Context: an optimization exercise on an open-source flow, tuned for small area and a short achievable clock period. The choices shown serve that exercise and are no tape-out recipe. In this exercise RTL edits were held to simulation tests only and were not proved equivalent to the original.

==> flow/design.v (outline; a module is shown in full before it is edited, if it fits) <==
// module smul18: 1088 lines
// module cube18: 1028 lines
// module sq18: 484 lines
// module euler_ode_solver: 47 lines
module euler_ode_solver
(
  input  signed [17:0] k1, k13, k2, k23, km, km3, D1, D2,
  input  signed [17:0] init_v1, init_v2,
  input  signed [17:0] init_x1, init_x2,
  input                clk, reset,
  input          [3:0] dt,
  output signed [17:0] x1, x2
);
  // ...
==> flow/run.sh <==
#!/bin/bash
# synth_recipe.tcl (not shown) runs the flow's synth.tcl, then flattens the netlist and writes it again
# the make line also repeats each setting of config.mk as NAME=value (left out here)
make -C /OpenROAD-flow-scripts/flow DESIGN_CONFIG=/design/flow/config.mk WORK_HOME=/design/flow/orfs CLKGATE_MAP_FILE= SYNTH_SCRIPT=/design/flow/synth_recipe.tcl finish
==> flow/config.mk <==
export PLATFORM = sky130hd
export DESIGN_NAME = euler_ode_solver
export DESIGN_NICKNAME = euler_ode_solver
export VERILOG_FILES = /design/flow/design.v
export SDC_FILE = /design/flow/constraint.sdc
export NUM_CORES = 4
export LEC_CHECK = 0
export CAP_MARGIN = 20
export CORE_MARGIN = 2
export CORE_UTILIZATION = 40
export SLEW_MARGIN = 20
==> flow/constraint.sdc <==
create_clock -name core_clock -period 30.0 [get_ports {clk}]
set_input_delay 6.0000 -clock core_clock [delete_from_list [all_inputs] [get_ports {clk}]]
set_output_delay 6.0000 -clock core_clock [all_outputs]
set_load 0.01 [all_outputs]
==> flow_metrics.py, run 1 <==
metrics = {
    "status": {
        "status": "timing/DRC/antenna clean",
    },
    "cells_and_area": {
        "n_sequential_cell": 177,
        "multi_input_area_share_pct": 80.6,
        "nFillCells": 32300,
        "seq_share_pct": 2.57,
        "clkCellAreaFrac_pct": 0.462,
    },
    "global_routing": {
        "overflow": 0,
    },
    "worst_setup_path": {
        "setup.worst_path.end": "v1[16]",
        "end_kind": "flip-flop",
        "worstPathRequired_ns": 30.47,
        "crit_buf_inv": 5,
        "reg2reg_slack_ns": 8.98,
        "cp-startpoint": "l2[7]",
    },
    "route": {
        "drt-initial-drc-count": 6672,
        "drt_wl_total_um": 406000,
        "top_layer": "met5",
        "met2RoutedLength_um": 192000,
    },
    "clocking": {
        "root_buffer": "clkbuf_16",
        "clock-sinks": 177,
        "htree_levels": 4,
    },
    "synth": {
        "synth.distinct_cells": 94,
        "synth_area_leaders": "fa_1 48%, and2_1 9.9%, inv_1 9.2%",
        "yosysMostFrequentCell": "inv_1",
        "synth_edf_count": 0,
        "synth_simple_gate_area_share_pct": 19.3,
        "ys_seq_area_share_pct": 2.72,
        "synth_fa_ha_area_share_pct": 56.3,
    },
    "sta": {
        "min_period_ns": 21.02,
        "finalSetupViolCount": 0,
        "setup_tns_ns": 0,
        "report.final.slew_viol_count": 0,
        "slew_headroom_pct": 19.0,
        "finalWorstSetupSlack_ns": 8.98,
        "fin_crit_sh_pct": 70.1,
    },
    "die": {
        "fp.coreArea_mm2": 0.324,
    },
    "min_path": {
        "holdPathEnd": "x2r[0]",
    },
}
==> module euler_ode_solver, before the edit <==
module euler_ode_solver
(
  input  signed [17:0] k1, k13, k2, k23, km, km3, D1, D2,
  input  signed [17:0] init_v1, init_v2,
  input  signed [17:0] init_x1, init_x2,
  input                clk, reset,
  input          [3:0] dt,
  output signed [17:0] x1, x2
);
  reg signed [17:0] x1r, x2r, v1, v2, l, r, d;
  reg        [16:0] l2, r2, d2;
  assign x1 = x1r;
  assign x2 = x2r;
  wire signed [17:0] dx1 = v1 >>> dt;
  wire signed [17:0] dx2 = v2 >>> dt;
  wire signed [17:0] x1n = reset ? x1r + dx1 : init_x1;
  wire signed [17:0] x2n = reset ? x2r + dx2 : init_x2;
  wire signed [17:0] ln  = reset ? l + dx1 : init_x1 + 18'sd65535;
  wire signed [17:0] rn  = reset ? r - dx2 : 18'sd65536 - init_x2;
  wire signed [17:0] dn  = reset ? d + dx2 - dx1 : init_x2 - init_x1;
  wire [16:0] l2n, r2n, d2n;
  sq18 sql (.a(ln), .y(l2n));
  sq18 sqr (.a(rn), .y(r2n));
  sq18 sqd (.a(dn), .y(d2n));
  wire signed [17:0] l3, r3, d3;
  cube18 cbl (.a(l2), .b(l), .y(l3));
  cube18 cbr (.a(r2), .b(r), .y(r3));
  cube18 cbd (.a(d2), .b(d), .y(d3));
  wire signed [17:0] k1l, k13l3, k2r, k23r3, kmd, km3d3, d1v1, d2v2;
  smul18 m0 (.a(k1),  .b(l),  .y(k1l));
  smul18 m1 (.a(k13), .b(l3), .y(k13l3));
  smul18 m2 (.a(k2),  .b(r),  .y(k2r));
  smul18 m3 (.a(k23), .b(r3), .y(k23r3));
  smul18 m4 (.a(km),  .b(d),  .y(kmd));
  smul18 m5 (.a(km3), .b(d3), .y(km3d3));
  smul18 m6 (.a(v1),  .b(D1), .y(d1v1));
  smul18 m7 (.a(v2),  .b(D2), .y(d2v2));
  wire signed [17:0] f1 = kmd + km3d3 - k1l - k13l3 - d1v1;
  wire signed [17:0] f2 = k2r + k23r3 - d2v2 - kmd - km3d3;
  wire signed [17:0] v1n = reset ? v1 + (f1 >>> dt) : init_v1;
  wire signed [17:0] v2n = reset ? v2 + (f2 >>> dt) : init_v2;
  always @(posedge clk) begin
    x1r <= x1n; x2r <= x2n; v1 <= v1n; v2 <= v2n;
    l <= ln; r <= rn; d <= dn;
    l2 <= l2n; r2 <= r2n; d2 <= d2n;
  end
endmodule
==> run 2: changes to the inputs <==
--- a/flow/design.v
+++ b/flow/design.v
@@ -2607,10 +2607,15 @@
   input          [3:0] dt,
   output signed [17:0] x1, x2
 );
-  reg signed [17:0] x1r, x2r, v1, v2, l, r, d;
+  reg signed [17:0] x1r, x2r, l, r, d;
   reg        [16:0] l2, r2, d2;
+  reg signed [17:0] vb1, vb2, f1r, f2r;
+  reg         [3:0] dtr;
+  reg               rr;
   assign x1 = x1r;
   assign x2 = x2r;
+  wire signed [17:0] v1 = vb1 + (rr ? (f1r >>> dtr) : 18'sd0);
+  wire signed [17:0] v2 = vb2 + (rr ? (f2r >>> dtr) : 18'sd0);
   wire signed [17:0] dx1 = v1 >>> dt;
   wire signed [17:0] dx2 = v2 >>> dt;
   wire signed [17:0] x1n = reset ? x1r + dx1 : init_x1;
@@ -2637,10 +2642,11 @@
   smul18 m7 (.a(v2),  .b(D2), .y(d2v2));
   wire signed [17:0] f1 = kmd + km3d3 - k1l - k13l3 - d1v1;
   wire signed [17:0] f2 = k2r + k23r3 - d2v2 - kmd - km3d3;
-  wire signed [17:0] v1n = reset ? v1 + (f1 >>> dt) : init_v1;
-  wire signed [17:0] v2n = reset ? v2 + (f2 >>> dt) : init_v2;
+  wire signed [17:0] vb1n = reset ? v1 : init_v1;
+  wire signed [17:0] vb2n = reset ? v2 : init_v2;
   always @(posedge clk) begin
-    x1r <= x1n; x2r <= x2n; v1 <= v1n; v2 <= v2n;
+    x1r <= x1n; x2r <= x2n;
+    vb1 <= vb1n; vb2 <= vb2n; f1r <= f1; f2r <= f2; dtr <= dt; rr <= reset;
     l <= ln; r <= rn; d <= dn;
     l2 <= l2n; r2 <= r2n; d2 <= d2n;
   end
==> flow/flow/run.sh (new file) <==
#!/bin/bash
# Standard ORFS layout, except that Yosys's generic synth skips its internal
# "abc -fast" step (synth -noabc), so the explicit full-adder trees in the RTL
# reach extract_fa unchanged. Technology mapping (final abc), flip-flop mapping,
# flattening and renaming are exactly as in synth_recipe.tcl.
set -euo pipefail
here=$(pwd)
sed 's/^proc synth {args} { yosys synth -nofsm -noshare {\*}\$args }$/proc synth {args} { yosys synth -nofsm -noshare -noabc {*}$args }/' \
  synth_recipe.tcl > flow_synth.tcl
grep -q -- '-noabc' flow_synth.tcl
bash standard.sh SYNTH_SCRIPT="$here/flow_synth.tcl" finish > flow_make.log 2>&1
test -f out/final.def
==> flow/standard.sh (new file) <==
#!/bin/bash
# synth_recipe.tcl (not shown) runs the flow's synth.tcl, then flattens the netlist and writes it again
# the make line also repeats each setting of config.mk as NAME=value (left out here)
make -C /OpenROAD-flow-scripts/flow DESIGN_CONFIG=/design/flow/config.mk WORK_HOME=/design/flow/orfs CLKGATE_MAP_FILE= SYNTH_SCRIPT=/design/flow/synth_recipe.tcl "${@:-finish}"
removed: flow/run.sh
==> run 2 against run 1 <==
Critical endpoint is now f1r[17]. Still clean. Flip-flop and latch count grew 41. Critical path type unchanged. Synthesized cell count shrank 16%. Global-route usage grew 0.15 points. Largest cell class unchanged. Utilization grew 0.36 points.
==> flow_metrics.py, run 2 <==
metrics = {
    "status": {
        "status": "timing/DRC/antenna clean",
    },
    "die": {
        "ios": 258,
        "chipWidth_um": 563,
        "die_area_mm2": 0.317,
        "fp.coreArea_mm2": 0.312,
        "initial_core_util_pct": 40.1,
        "fp-row-count": 205,
        "die_h_um": 563,
    },
    "global_routing": {
        "antenna_found_initial": 41,
        "grt_use_total_pct": 25.5,
        "grt_max_degree": 72,
        "overflow": 0,
        "grt_pass1_wl_um": 617000,
        "grt_pass1_vias": 99500,
    },
    "synth": {
        "synthCells": 12500,
        "synthXorXnorAreaFrac_pct": 2.93,
        "avgSynthCellArea_um2": 9.99,
        "synth.ff_latch_count": 218,
        "synth_top_family_by_area": "adder cells",
        "synth.net_count": 16700,
        "synth_fa_ha_area_share_pct": 59.0,
        "synth_compound_area_share_pct": 6.21,
        "yosysTopAreaCellShare_pct": 50.7,
        "synth-warning-count": 1,
        "synth_area_leaders": "fa_1 51%, and2_1 15%, ha_1 8.3%",
        "synth.distinct_cells": 95,
        "synth_edf_count": 0,
        "yosysMostFrequentCell": "fa_1",
        "async_reset_ff_share_pct": 0,
        "ys.flop_type": "dfxtp_1",
        "syn_area_mm2": 0.125,
        "ys_seq_area_share_pct": 3.49,
        "synth_simple_gate_area_share_pct": 22.5,
        "synth_common_cells": "3166 x fa_1, 2991 x and2_1, 829 x ha_1",
        "synth_mux_area_share_pct": 1.56,
        "synth_top_cell_by_area": "fa_1",
    },
    "route": {
        "routedWlPerCell_um": 23.7,
        "ant_nets": 0,
        "drt-initial-drc-count": 6350,
        "drc": 0,
        "vias": 91900,
        "viasPerCell": 5.51,
        "drtPass1Iterations": 6,
        "drt_wl_total_um": 396000,
    },
    "worst_setup_path": {
        "crit_fanout": 27,
        "worstPathRequired_ns": 30.46,
        "end_kind": "flip-flop",
        "cp-start-kind": "flip-flop",
        "max_stage_delay_ns": 0.79,
        "crit_type": "flip-flop to flip-flop",
        "crit_top_cell": "fa_1",
        "cpMaxStageDelayCell": "a21boi_0",
        "reg2reg_slack_ns": 12.20,
        "cp_data_arrival_time_ns": 18.25,
    },
    "cells_and_area": {
        "mostFrequentLayoutCells": "3166 x fa_1, 2991 x and2_1, 829 x ha_1, 812 x inv_1, 764 x nand2_1",
        "syn_to_final_growth_pct": 7.48,
        "layout_commonest_cell": "fa_1",
        "nFillCells": 30100,
        "drive_gt1_share_pct": 4.57,
        "fin_util_pct": 43.1,
        "final_nets": 16700,
        "fin_area_mm2": 0.134,
    },
    "min_path": {
        "hold_path_class": "flip-flop to flip-flop",
    },
    "sta": {
        "fin_crit_sh_pct": 59.3,
        "min_period_ns": 17.80,
        "hold_viol": 0,
        "worst_slew_pin_slew_ns": 1.16,
        "report.final.slew_viol_count": 0,
        "clock_skew_ns": 0.0490,
        "slew_headroom_pct": 22.8,
        "setup_tns_ns": 0,
        "rsz0062_at_grt": "false",
        "max_freq_ghz": 0.0562,
        "finalSetupViolCount": 0,
        "finalWorstSetupSlack_ns": 12.20,
    },
    "run": {
        "drv_cap": 0,
    },
    "clocking": {
        "cts_setup_buffers": 0,
        "tritoncts": "built",
        "cts_buffers": 34,
        "cts.clk_slew.worst_paths_ns": 0.06,
        "ctsHoldBuffers": 0,
        "clockBufferDepth": 3,
        "clk_latency_ns": 0.62,
        "htree_levels": 2,
        "cts-resized-gates": 0,
        "root_buffer": "clkbuf_16",
        "clock-sinks": 218,
    },
    "placement": {
        "pre_cts_slack_ns": 12.44,
        "placement.cell_area_mm2": 0.133,
        "io_buffer_count": 257,
        "globalplace.congestion": 0.927,
        "dp_hpwl_um": 296000,
    },
}
## run 2: final timing paths
| path | start | endpoint | cells past startpoint |
|---|---|---|---|
| worst max-delay path | l[10] | f1r[17] | 51 |
| worst min-delay path | x1r[17] | x1r[17] | 3 |
| worst max register to register | l[10] | f1r[17] | 51 |
| worst min register to register | x1r[17] | x1r[17] | 3 |
## run 2: per-stage QoR
| step | cells | hold WS (ns) |
|---|---|---|
| after floorplan | 12500 | 0.620 |
| final | 16700 | 0.693 |
| after global routing | 16700 | 0.767 |
| after CTS | 16700 | 0.702 |
| after global placement | 16600 | 0.675 |
| after detailed placement | 16600 | 0.682 |
## run 2: area by class of cell
class                   count  area [um2]  area share [%]
flip-flops and latches    218        4370            3.25
well taps                4140        5180            3.85
diodes                     20        50.0          0.0372
clock buffers              48         973           0.724
multi-input cells       10800      116000            86.0
clock inverters            14         220           0.164
inverters                 817        3070            2.28
repair buffers            580        4990            3.71
## run 2: cells by family (layout without fill, tap and decap cells)
| family | count (synthesis) | count (layout) |
|---|---|---|
| xor+xnor | 409 | 409 |
| mux | 162 | 162 |
| compound gates | 1186 | 1186 |
| fa+ha+maj | 3995 | 3995 |
| flops | 218 | 218 |
| other cells | 0 | 20 |
| buf+inv | 1457 | 1459 |
| simple gates | 5094 | 5094 |
## run 2: per-layer routing
metal | share of wire, % | vias up | global-route usage, %
li1 | - | 39700 | -
met1 | 42 | 48300 | 34.7
met2 | 47 | 3280 | 41.7
met3 | 6.8 | 628 | 3.80
met4 | 3.9 | 24 | 8.56
met5 | 0.034 | - | 0
## run 2: worst max-delay path: cells and delay by family, from the launching register on
| family | cells | cell delay, ns |
|---|---|---|
| adder cells (fa/ha/maj) | 18 | 8.29 |
| AND/OR/NAND/NOR | 6 | 1.33 |
| AO/OA/AOI/OAI | 21 | 6.32 |
| flip-flops | 1 | 0.58 |
| buffers and inverters | 2 | 0.46 |
| XOR/XNOR | 4 | 0.62 |

[port drivers added, routing unchanged]
No port has a modelled driver above. Below, the same layouts with a new extraction and two added sets of constraints.
Step 1: set_driving_cell puts a clkbuf_16 on clk and a buf_2 on each other input, an assumption about the parent block.
Step 2 times the ports against the registers' clock, not the clock port: input delays grow and output delays shrink by t, the midpoint of the rising clock arrivals with the driver on.
a / b / c = ideal ports / drivers / drivers and shift; a / b = the first two.
run | t, ns | setup WS [ns] | worst register clock-pin slew, ns | worst data-port slew with drivers (ns) | cell pins on the clock port's net
run 1 | 0.653 | 8.978 / 8.978 / 8.559 | 0.11 / 0.11 | 0.26 | 1
run 2 | 0.672 | 12.204 / 12.204 / 12.204 | 0.06 / 0.06 | 0.22 | 1
After both steps every run listed still meets setup and hold. The setup slack of run 1, which loses most, moves by 0.000 ns with the drivers and by -0.419 ns with both steps.
